This design comes from an exercise in tuning for small area and a short achievable clock period on the open sky130 flow, not from production work.
RTL that was checked went through simulation tests only; none was proved equivalent to the original.
Power and IR drop assume default switching activity.

main:
==> flow/design.v (excerpt) <==
module MAC(clk, reset, X, Y, reg_Pro);
  input clk, reset;
  input [7:0] X;
  input [7:0] Y;
  output reg [15:0] reg_Pro;
  wire p00_d = ~(X[0] & Y[0]);
  wire p01_d = ~(X[0] & Y[1]);
  wire p02_d = ~(X[0] & Y[2]);
  wire p03_d = ~(X[0] & Y[3]);
  wire p04_d = ~(X[0] & Y[4]);
  wire p05_d = ~(X[0] & Y[5]);
  wire p06_d = ~(X[0] & Y[6]);
  wire p07_d = ~(X[0] & Y[7]);
  wire p10_d = ~(X[1] & Y[0]);
  wire p11_d = ~(X[1] & Y[1]);
  wire p12_d = ~(X[1] & Y[2]);
  wire p13_d = ~(X[1] & Y[3]);
  wire p14_d = ~(X[1] & Y[4]);
  wire p15_d = ~(X[1] & Y[5]);
  wire p16_d = ~(X[1] & Y[6]);
  wire p17_d = ~(X[1] & Y[7]);
  wire p20_d = ~(X[2] & Y[0]);
  wire p21_d = ~(X[2] & Y[1]);
  wire p22_d = ~(X[2] & Y[2]);
  wire p23_d = ~(X[2] & Y[3]);
  wire p24_d = ~(X[2] & Y[4]);
  wire p25_d = ~(X[2] & Y[5]);
  wire p26_d = ~(X[2] & Y[6]);
  wire p27_d = ~(X[2] & Y[7]);
  wire p30_d = ~(X[3] & Y[0]);
  wire p31_d = ~(X[3] & Y[1]);
  wire p32_d = ~(X[3] & Y[2]);
  wire p33_d = ~(X[3] & Y[3]);
  wire p34_d = ~(X[3] & Y[4]);
  wire p35_d = ~(X[3] & Y[5]);
  wire p36_d = ~(X[3] & Y[6]);
  wire p37_d = ~(X[3] & Y[7]);
  wire p40_d = ~(X[4] & Y[0]);
  wire p41_d = ~(X[4] & Y[1]);
  wire p42_d = ~(X[4] & Y[2]);
  wire p43_d = ~(X[4] & Y[3]);
  wire p44_d = ~(X[4] & Y[4]);
  wire p45_d = ~(X[4] & Y[5]);
  wire p46_d = ~(X[4] & Y[6]);
  wire p47_d = ~(X[4] & Y[7]);
  wire p50_d = ~(X[5] & Y[0]);
  wire p51_d = ~(X[5] & Y[1]);
  wire p52_d = ~(X[5] & Y[2]);
  wire p53_d = ~(X[5] & Y[3]);
  wire p54_d = ~(X[5] & Y[4]);
  wire p55_d = ~(X[5] & Y[5]);
  wire p56_d = ~(X[5] & Y[6]);
  wire p57_d = ~(X[5] & Y[7]);
  wire p60_d = ~(X[6] & Y[0]);
  wire p61_d = ~(X[6] & Y[1]);
  wire p62_d = ~(X[6] & Y[2]);
  wire p63_d = ~(X[6] & Y[3]);
  wire p64_d = ~(X[6] & Y[4]);
  wire p65_d = ~(X[6] & Y[5]);
  wire p66_d = ~(X[6] & Y[6]);
  wire p67_d = ~(X[6] & Y[7]);
  wire p70_d = ~(X[7] & Y[0]);
  wire p71_d = ~(X[7] & Y[1]);
  wire p72_d = ~(X[7] & Y[2]);
  wire p73_d = ~(X[7] & Y[3]);
  wire p74_d = ~(X[7] & Y[4]);
  wire p75_d = ~(X[7] & Y[5]);
  wire p76_d = ~(X[7] & Y[6]);
  wire p77_d = ~(X[7] & Y[7]);
  wire s1_d, c1_d;
  halfAdderN u_s1(p60_d, p51_d, s1_d, c1_d);
  wire s2_d, c2_d;
  fullAdderF h2(p70_d, p61_d, p52_d, s2_d, c2_d);
  wire s3_d, c3_d;
  halfAdderN u_s3(p43_d, p34_d, s3_d, c3_d);
  wire s4_d, c4_d;
  fullAdderF h4(p62_d, p53_d, p44_d, s4_d, c4_d);
  ...
For scale: roughly 370 cells after synthesis, roughly 0.0031 mm² of cells after synthesis.
Settings: LEC_CHECK=0, CAP_MARGIN=20, CORE_MARGIN=2, CORE_UTILIZATION=40, SETUP_SLACK_MARGIN=2.85, SLEW_MARGIN=20, SYNTH_HIERARCHICAL=1, SYNTH_MINIMUM_KEEP_SIZE=0; clock period 5.5 ns.
standard.sh (not shown) runs the stock make flow with config.mk's settings and CLKGATE_MAP_FILE= SYNTH_SCRIPT=/design/flow/synth_recipe.tcl, a recipe that flattens the netlist after the stock synthesis.
==> flow/flow/run.sh <==
#!/bin/bash
# The standard layout (standard.sh) with two changes:
#  - the port buffers that placement inserts start as the smallest buffer;
#  - after the standard synthesis, combinational cells that abc sized up are set back to
#    drive strength 1 (same function and pins), before floorplan; the flow's repair steps
#    size up again the ones that need it. Registers are not touched.
set -euo pipefail
RES=$PWD/orfs/results/$FLOW_PLATFORM/MAC/base
ARGS=("BUFFER_PORTS_ARGS=-buffer_cell sky130_fd_sc_hd__buf_1")
bash standard.sh "${ARGS[@]}" $RES/1_2_yosys.v > synth.log 2>&1
python3 flow/downsize.py $RES/1_2_yosys.v > downsize.log 2>&1
bash standard.sh "${ARGS[@]}" finish > layout.log 2>&1
==> flow/flow/downsize.py <==
# Set abc-upsized combinational cells of the synthesized netlist back to drive strength 1.
import re,sys,collections
path=sys.argv[1]
lib=open('/OpenROAD-flow-scripts/flow/platforms/sky130hd/lib/sky130_fd_sc_hd__tt_025C_1v80.lib').read()
cells=set(re.findall(r'cell \("(sky130_fd_sc_hd__\w+)"\)',lib))
KEEP=('df','dl','sdf','edf','conb','clk','tap','fill','decap','diode','buf','inv','lpflow','probe','ebuf','einv','mux2i')
v=open(path).read()
cnt=collections.Counter()
def sub(m):
    name,base,size=m.group(0),m.group(1),m.group(2)
    short=base.replace('sky130_fd_sc_hd__','')
    if size=='1' or any(short.startswith(k) for k in KEEP): return name
    new='%s_1'%base
    if new not in cells: return name
    cnt[name+' -> '+new]+=1
    return new
v2=re.sub(r'\b(sky130_fd_sc_hd__[a-z0-9]+)_(\d+)\b(?=\s+\S+\s*\()',sub,v)
open(path,'w').write(v2)
for k,n in sorted(cnt.items()): print(n,k)
For the feature branch, these inputs were changed with respect to main:
diff --git a/flow/design.v b/flow/design.v
--- a/flow/design.v
+++ b/flow/design.v
@@ -27,4 +27,14 @@
 g_maj3 m0 (a, b, cin, carry);
 endmodule
+module fullAdderFN (input a ,b ,cin ,
+output sum ,carry );
+wire t, n0, n1, n2;
+g_xor2 x0 (a, b, t);
+g_xor2 x1 (t, cin, sum);
+g_nand2 m0 (a, b, n0);
+g_nand2 m1 (b, cin, n1);
+g_nand2 m2 (a, cin, n2);
+g_nand3 m3 (n0, n1, n2, carry);
+endmodule
 module adder4( a ,b ,cin, sum ,carry );
 output [3:0] sum ;
@@ -697,2 +707,14 @@
   assign y = (a & b) | (b & c) | (c & a);
 endmodule
+module g_a21boi (input a1, a2, b1n, output y);
+  assign y = ~((a1 & a2) | ~b1n);
+endmodule
+module g_o21bai (input a1, a2, b1n, output y);
+  assign y = ~((a1 | a2) & ~b1n);
+endmodule
+module g_nor2b (input a, bn, output y);
+  assign y = ~(a | ~bn);
+endmodule
+module g_nand3 (input a, b, c, output y);
+  assign y = ~(a & b & c);
+endmodule
## What came out
- The feature branch vs. main: total clock sinks stayed essentially flat, number of cells in the finished layout apart from fillers stayed essentially flat.
- Re global routing met2 resource utilization: no difference whatsoever between main and the feature branch.
- Re number of buffers created by CTS: no difference whatsoever between the feature branch and main.
- Final routed wirelength across all metal layers came out exactly the same in the feature branch and main.
Only the layout flow was run in the feature branch; the RTL was not checked for function there.


maple:
Another version of the RTL of MAC (not shown whole).
Size in the first run: ~49 flip-flops, about 34 I/O pins, about 0.0033 mm2 of cells after synthesis.
clock: 5.5 ns
lec_check: 0
cap_margin: 20
core_margin: 2
core_utilization: 40
setup_slack_margin: 2.5
slew_margin: 20
synth_hierarchical: 1
synth_minimum_keep_size: 0
run.sh (not shown) runs the stock make flow with config.mk's settings and CLKGATE_MAP_FILE= SYNTH_SCRIPT=/design/flow/synth_recipe.tcl, a recipe that flattens the netlist after the stock synthesis.
Stock flow here: none of the scripts above is used.
> inputs changed (maple -> nickel)
--- a/flow/design.v
+++ b/flow/design.v
@@ -332,39 +332,40 @@
   wire s29_d, c29_d;
   fullAdder u_s29_d(c18_d, c19_d, p47_d, s29_d, c29_d);
   wire s30_d, c30_d;
   fullAdder u_s30_d(p66_d, p75_d, c20_d, s30_d, c30_d);
   wire s31_d, c31_d;
   halfAdder u_s31_d(p11_d, p20_d, s31_d, c31_d);
   wire s32_d, c32_d;
   fullAdder u_s32_d(p03_d, p12_d, s21_d, s32_d, c32_d);
   wire s33_d, c33_d;
   fullAdder u_s33_d(p04_d, c21_d, s22_d, s33_d, c33_d);
   wire s34_d, c34_d;
   fullAdder u_s34_d(p05_d, s23_d, c22_d, s34_d, c34_d);
+  wire s35_d, c35_d;
+  fullAdder u_s35_d(s10_d, s24_d, c23_d, s35_d, c35_d);
   wire s42_d, c42_d;
   fullAdder u_s42_d(p67_d, p76_d, c30_d, s42_d, c42_d);
   wire [3:0] a0_d = {s32_d,p02_d,p01_d,p00_d} + {c31_d,s31_d,p10_d,1'b0};
-  reg c32_q, s33_q, c33_q, s34_q, c23_q, c34_q, s10_q, s24_q, c24_q, s12_q, s25_q, c25_q, s14_q, s26_q, c26_q, s16_q, s27_q, c27_q, s18_q, s28_q, c28_q, s20_q, s29_q, c29_q, p57_q, s30_q, s42_q, c42_q, p77_q;
+  reg c32_q, s33_q, c33_q, s34_q, c34_q, s35_q, c24_q, c35_q, s12_q, s25_q, c25_q, s14_q, s26_q, c26_q, s16_q, s27_q, c27_q, s18_q, s28_q, c28_q, s20_q, s29_q, c29_q, p57_q, s30_q, s42_q, c42_q, p77_q;
   reg [3:0] a0_q;
   always @(posedge clk) begin
     c32_q <= c32_d;
     s33_q <= s33_d;
     c33_q <= c33_d;
     s34_q <= s34_d;
-    c23_q <= c23_d;
     c34_q <= c34_d;
-    s10_q <= s10_d;
-    s24_q <= s24_d;
+    s35_q <= s35_d;
     c24_q <= c24_d;
+    c35_q <= c35_d;
     s12_q <= s12_d;
     s25_q <= s25_d;
     c25_q <= c25_d;
     s14_q <= s14_d;
     s26_q <= s26_d;
     c26_q <= c26_d;
     s16_q <= s16_d;
     s27_q <= s27_d;
     c27_q <= c27_d;
     s18_q <= s18_d;
     s28_q <= s28_d;
     c28_q <= c28_d;
@@ -373,51 +374,48 @@
     c29_q <= c29_d;
     p57_q <= p57_d;
     s30_q <= s30_d;
     s42_q <= s42_d;
     c42_q <= c42_d;
     p77_q <= p77_d;
     a0_q <= a0_d;
   end
   wire c32 = c32_q;
   wire s33 = s33_q;
   wire c33 = c33_q;
   wire s34 = s34_q;
-  wire c23 = c23_q;
   wire c34 = c34_q;
-  wire s10 = s10_q;
-  wire s24 = s24_q;
+  wire s35 = s35_q;
   wire c24 = c24_q;
+  wire c35 = c35_q;
   wire s12 = s12_q;
   wire s25 = s25_q;
   wire c25 = c25_q;
   wire s14 = s14_q;
   wire s26 = s26_q;
   wire c26 = c26_q;
   wire s16 = s16_q;
   wire s27 = s27_q;
   wire c27 = c27_q;
   wire s18 = s18_q;
   wire s28 = s28_q;
   wire c28 = c28_q;
   wire s20 = s20_q;
   wire s29 = s29_q;
   wire c29 = c29_q;
   wire p57 = p57_q;
   wire s30 = s30_q;
   wire s42 = s42_q;
   wire c42 = c42_q;
   wire p77 = p77_q;
-  wire s35, c35;
-  fullAdder u_s35(s10, s24, c23, s35, c35);
   wire s36, c36;
   fullAdder u_s36(s12, s25, c24, s36, c36);
   wire s37, c37;
   fullAdder u_s37(s14, s26, c25, s37, c37);
   wire s38, c38;
   fullAdder u_s38(s16, s27, c26, s38, c38);
   wire s39, c39;
   fullAdder u_s39(s18, s28, c27, s39, c39);
   wire s40, c40;
   fullAdder u_s40(s20, s29, c28, s40, c40);
   wire s41, c41;
   fullAdder u_s41(p57, s30, c29, s41, c41);
--- outcome ---
Diff maple -> nickel: largest vdd supply drop +9.7%, sequential cell count decreased by about 2% relative to the old numbers, setup slack of the critical path after layout grew by 0.038 ns.
nickel vs. maple: first-iteration DRC count increased 17; power fell by about 7%; total cell area at the placement stage did not really move; ratio of final minimum period to clock period shows a reduction of 0.70 points.
Result: PASS for each of nickel and maple
Taking maple as the reference, in nickel sum of met2 wire segment lengths after detailed routing decreased by 4.4% relative to the old numbers; final non-filler cell area decreased by 2.9% relative to the old numbers; final non-filler cell total now smaller.
Function was not checked in any run of this note: the RTL went through the layout flow alone.


Another version of the RTL of MAC (not shown whole).
Size in the first run: ~320 cells after synthesis, ~42 flip-flops, ~34 I/O pins.
clock: 5.5 ns
lec_check: 0
cap_margin: 20
core_margin: 2
core_utilization: 40
setup_slack_margin: 2.85
slew_margin: 20
synth_hierarchical: 1
synth_minimum_keep_size: 0
standard.sh (not shown) runs the stock make flow with config.mk's settings and CLKGATE_MAP_FILE= SYNTH_SCRIPT=/design/flow/synth_recipe.tcl, a recipe that flattens the netlist after the stock synthesis.
==> flow/flow/run.sh <==
#!/bin/bash
# The standard layout (standard.sh), with the port buffers that placement inserts
# made the smallest buffer; repair_timing upsizes those on critical paths.
set -euo pipefail
bash standard.sh "BUFFER_PORTS_ARGS=-buffer_cell sky130_fd_sc_hd__buf_1" finish > standard_flow.log 2>&1
Edit:
--- a/flow/design.v
+++ b/flow/design.v
@@ -276,45 +276,45 @@
   wire p71_d = X[7] & Y[1];
   wire p72_d = X[7] & Y[2];
   wire p73_d = X[7] & Y[3];
   wire p74_d = X[7] & Y[4];
   wire p75_d = X[7] & Y[5];
   wire p76_d = X[7] & Y[6];
   wire p77_d = X[7] & Y[7];
   wire s1_d, c1_d;
   halfAdder u_s1(p60_d, p51_d, s1_d, c1_d);
   wire s2_d, c2_d;
-  fullAdderF h2(p70_d, p61_d, p52_d, s2_d, c2_d);
+  fullAdder h2(p70_d, p61_d, p52_d, s2_d, c2_d);
   wire s3_d, c3_d;
   halfAdder u_s3(p43_d, p34_d, s3_d, c3_d);
   wire s4_d, c4_d;
-  fullAdderF h4(p62_d, p53_d, p44_d, s4_d, c4_d);
+  fullAdder h4(p62_d, p53_d, p44_d, s4_d, c4_d);
   wire s5_d, c5_d;
   halfAdder u_s5(p26_d, p35_d, s5_d, c5_d);
   wire s6_d, c6_d;
-  fullAdderF h6(p36_d, p45_d, p54_d, s6_d, c6_d);
+  fullAdder h6(p36_d, p45_d, p54_d, s6_d, c6_d);
   wire s7_d, c7_d;
   halfAdder u_s7(p31_d, p40_d, s7_d, c7_d);
   wire s8_d, c8_d;
   halfAdder u_s8(p14_d, p23_d, s8_d, c8_d);
   wire s9_d, c9_d;
   fullAdder h9(p32_d, p50_d, p41_d, s9_d, c9_d);
   wire s10_d, c10_d;
   fullAdder h10(p06_d, p15_d, p24_d, s10_d, c10_d);
   wire s11_d, c11_d;
-  fullAdderF h11(p33_d, p42_d, s1_d, s11_d, c11_d);
+  fullAdder h11(p33_d, p42_d, s1_d, s11_d, c11_d);
   wire s12_d, c12_d;
   fullAdder h12(p07_d, p16_d, p25_d, s12_d, c12_d);
   wire s13_d, c13_d;
   fullAdderF h13(c1_d, s3_d, s2_d, s13_d, c13_d);
   wire s14_d, c14_d;
-  fullAdderF h14(p71_d, p17_d, s5_d, s14_d, c14_d);
+  fullAdder h14(p71_d, p17_d, s5_d, s14_d, c14_d);
   wire s15_d, c15_d;
   fullAdderF h15(c3_d, c2_d, s4_d, s15_d, c15_d);
   wire s16_d, c16_d;
   fullAdder h16(p63_d, p27_d, p72_d, s16_d, c16_d);
   wire s17_d, c17_d;
   fullAdderF h17(c5_d, c4_d, s6_d, s17_d, c17_d);
   wire s18_d, c18_d;
   fullAdder h18(p55_d, p64_d, p73_d, s18_d, c18_d);
   wire s19_d, c19_d;
   fullAdderF h19(p37_d, p46_d, c6_d, s19_d, c19_d);
@@ -340,37 +340,37 @@
   fullAdderF h29(p47_d, c18_d, c19_d, s29_d, c29_d);
   wire s30_d, c30_d;
   fullAdder h30(p66_d, p75_d, c20_d, s30_d, c30_d);
   wire s31_d, c31_d;
   halfAdder u_s31(p11_d, p20_d, s31_d, c31_d);
   wire s32_d, c32_d;
   fullAdder h32(p03_d, p12_d, s21_d, s32_d, c32_d);
   wire s33_d, c33_d;
   fullAdder h33(p04_d, c21_d, s22_d, s33_d, c33_d);
   wire s34_d, c34_d;
-  fullAdderF h34(p05_d, c22_d, s23_d, s34_d, c34_d);
+  fullAdder h34(p05_d, s23_d, c22_d, s34_d, c34_d);
   wire s35_d, c35_d;
   fullAdderF h35(s10_d, c23_d, s24_d, s35_d, c35_d);
   wire s36_d, c36_d;
   fullAdderF h36(s12_d, c24_d, s25_d, s36_d, c36_d);
   wire s37_d, c37_d;
   fullAdderF h37(s14_d, c25_d, s26_d, s37_d, c37_d);
   wire s38_d, c38_d;
   fullAdderF h38(s16_d, c26_d, s27_d, s38_d, c38_d);
   wire s39_d, c39_d;
   fullAdderF h40(s18_d, c27_d, s28_d, s39_d, c39_d);
   wire s40_d, c40_d;
   fullAdderF h41(s20_d, s29_d, c28_d, s40_d, c40_d);
   wire s41_d, c41_d;
   fullAdderF h42(p57_d, s30_d, c29_d, s41_d, c41_d);
   wire s42_d, c42_d;
-  fullAdderF h43(p67_d, p76_d, c30_d, s42_d, c42_d);
+  fullAdder h43(p67_d, p76_d, c30_d, s42_d, c42_d);
   wire [3:0] a0_d = {s32_d,p02_d,p01_d,p00_d} + {c31_d,s31_d,p10_d,1'b0};
   reg c32_q, s33_q, c33_q, s34_q, c34_q, s35_q, c35_q, s36_q, c36_q, s37_q, c37_q, s38_q, c38_q, s39_q, c39_q, s40_q, c40_q, s41_q, c41_q, s42_q, c42_q, p77_q;
   reg [3:0] a0_q;
   always @(posedge clk) begin
     c32_q <= c32_d;
     s33_q <= s33_d;
     c33_q <= c33_d;
     s34_q <= s34_d;
     c34_q <= c34_d;
     s35_q <= s35_d;
Result:
- final area climbs by a few percent
- final cell count is lower by a few percent
- wire length is lower by a few percent
- global-route usage increases by 0.40 points
- die area fell slightly
No run of this note included a check of the RTL's function; only the layout flow was run.

afterwards: timing with drivers on the ports:
The flow's constraints put no driver on any port. The routed layouts listed below were extracted and timed again, unchanged, in two steps. Step 1 sets driving cells, clkbuf_16 on the clock port and buf_2 on the other inputs (assumed; they add their load-dependent delay and slew). Step 2, shift: input delay + t, output delay - t, t = (earliest + latest rising clock arrival at the registers) / 2. This alone moves slack from input paths to output paths. Three values: ideal, step 1, step 2; two values: the first two.
run	t (ns)	setup slack, ns	worst register clock-pin slew, ns
main	0.314	2.954 / 2.962 / 2.648	0.08 / 0.08
the feature branch	0.314	2.954 / 2.962 / 2.648	0.08 / 0.08
maple	0.326	2.368 / 2.369 / 2.254	0.10 / 0.10
nickel	0.334	2.407 / 2.407 / 2.261	0.09 / 0.09
the first run of note 3	0.315	2.894 / 2.903 / 2.589	0.08 / 0.08
the second run of note 3	0.309	2.836 / 2.824 / 2.515	0.08 / 0.08
After both steps every run listed still meets setup and hold. The setup slack of the second run of note 3, which loses most, moves by -0.012 ns with the drivers and by -0.321 ns with both steps.
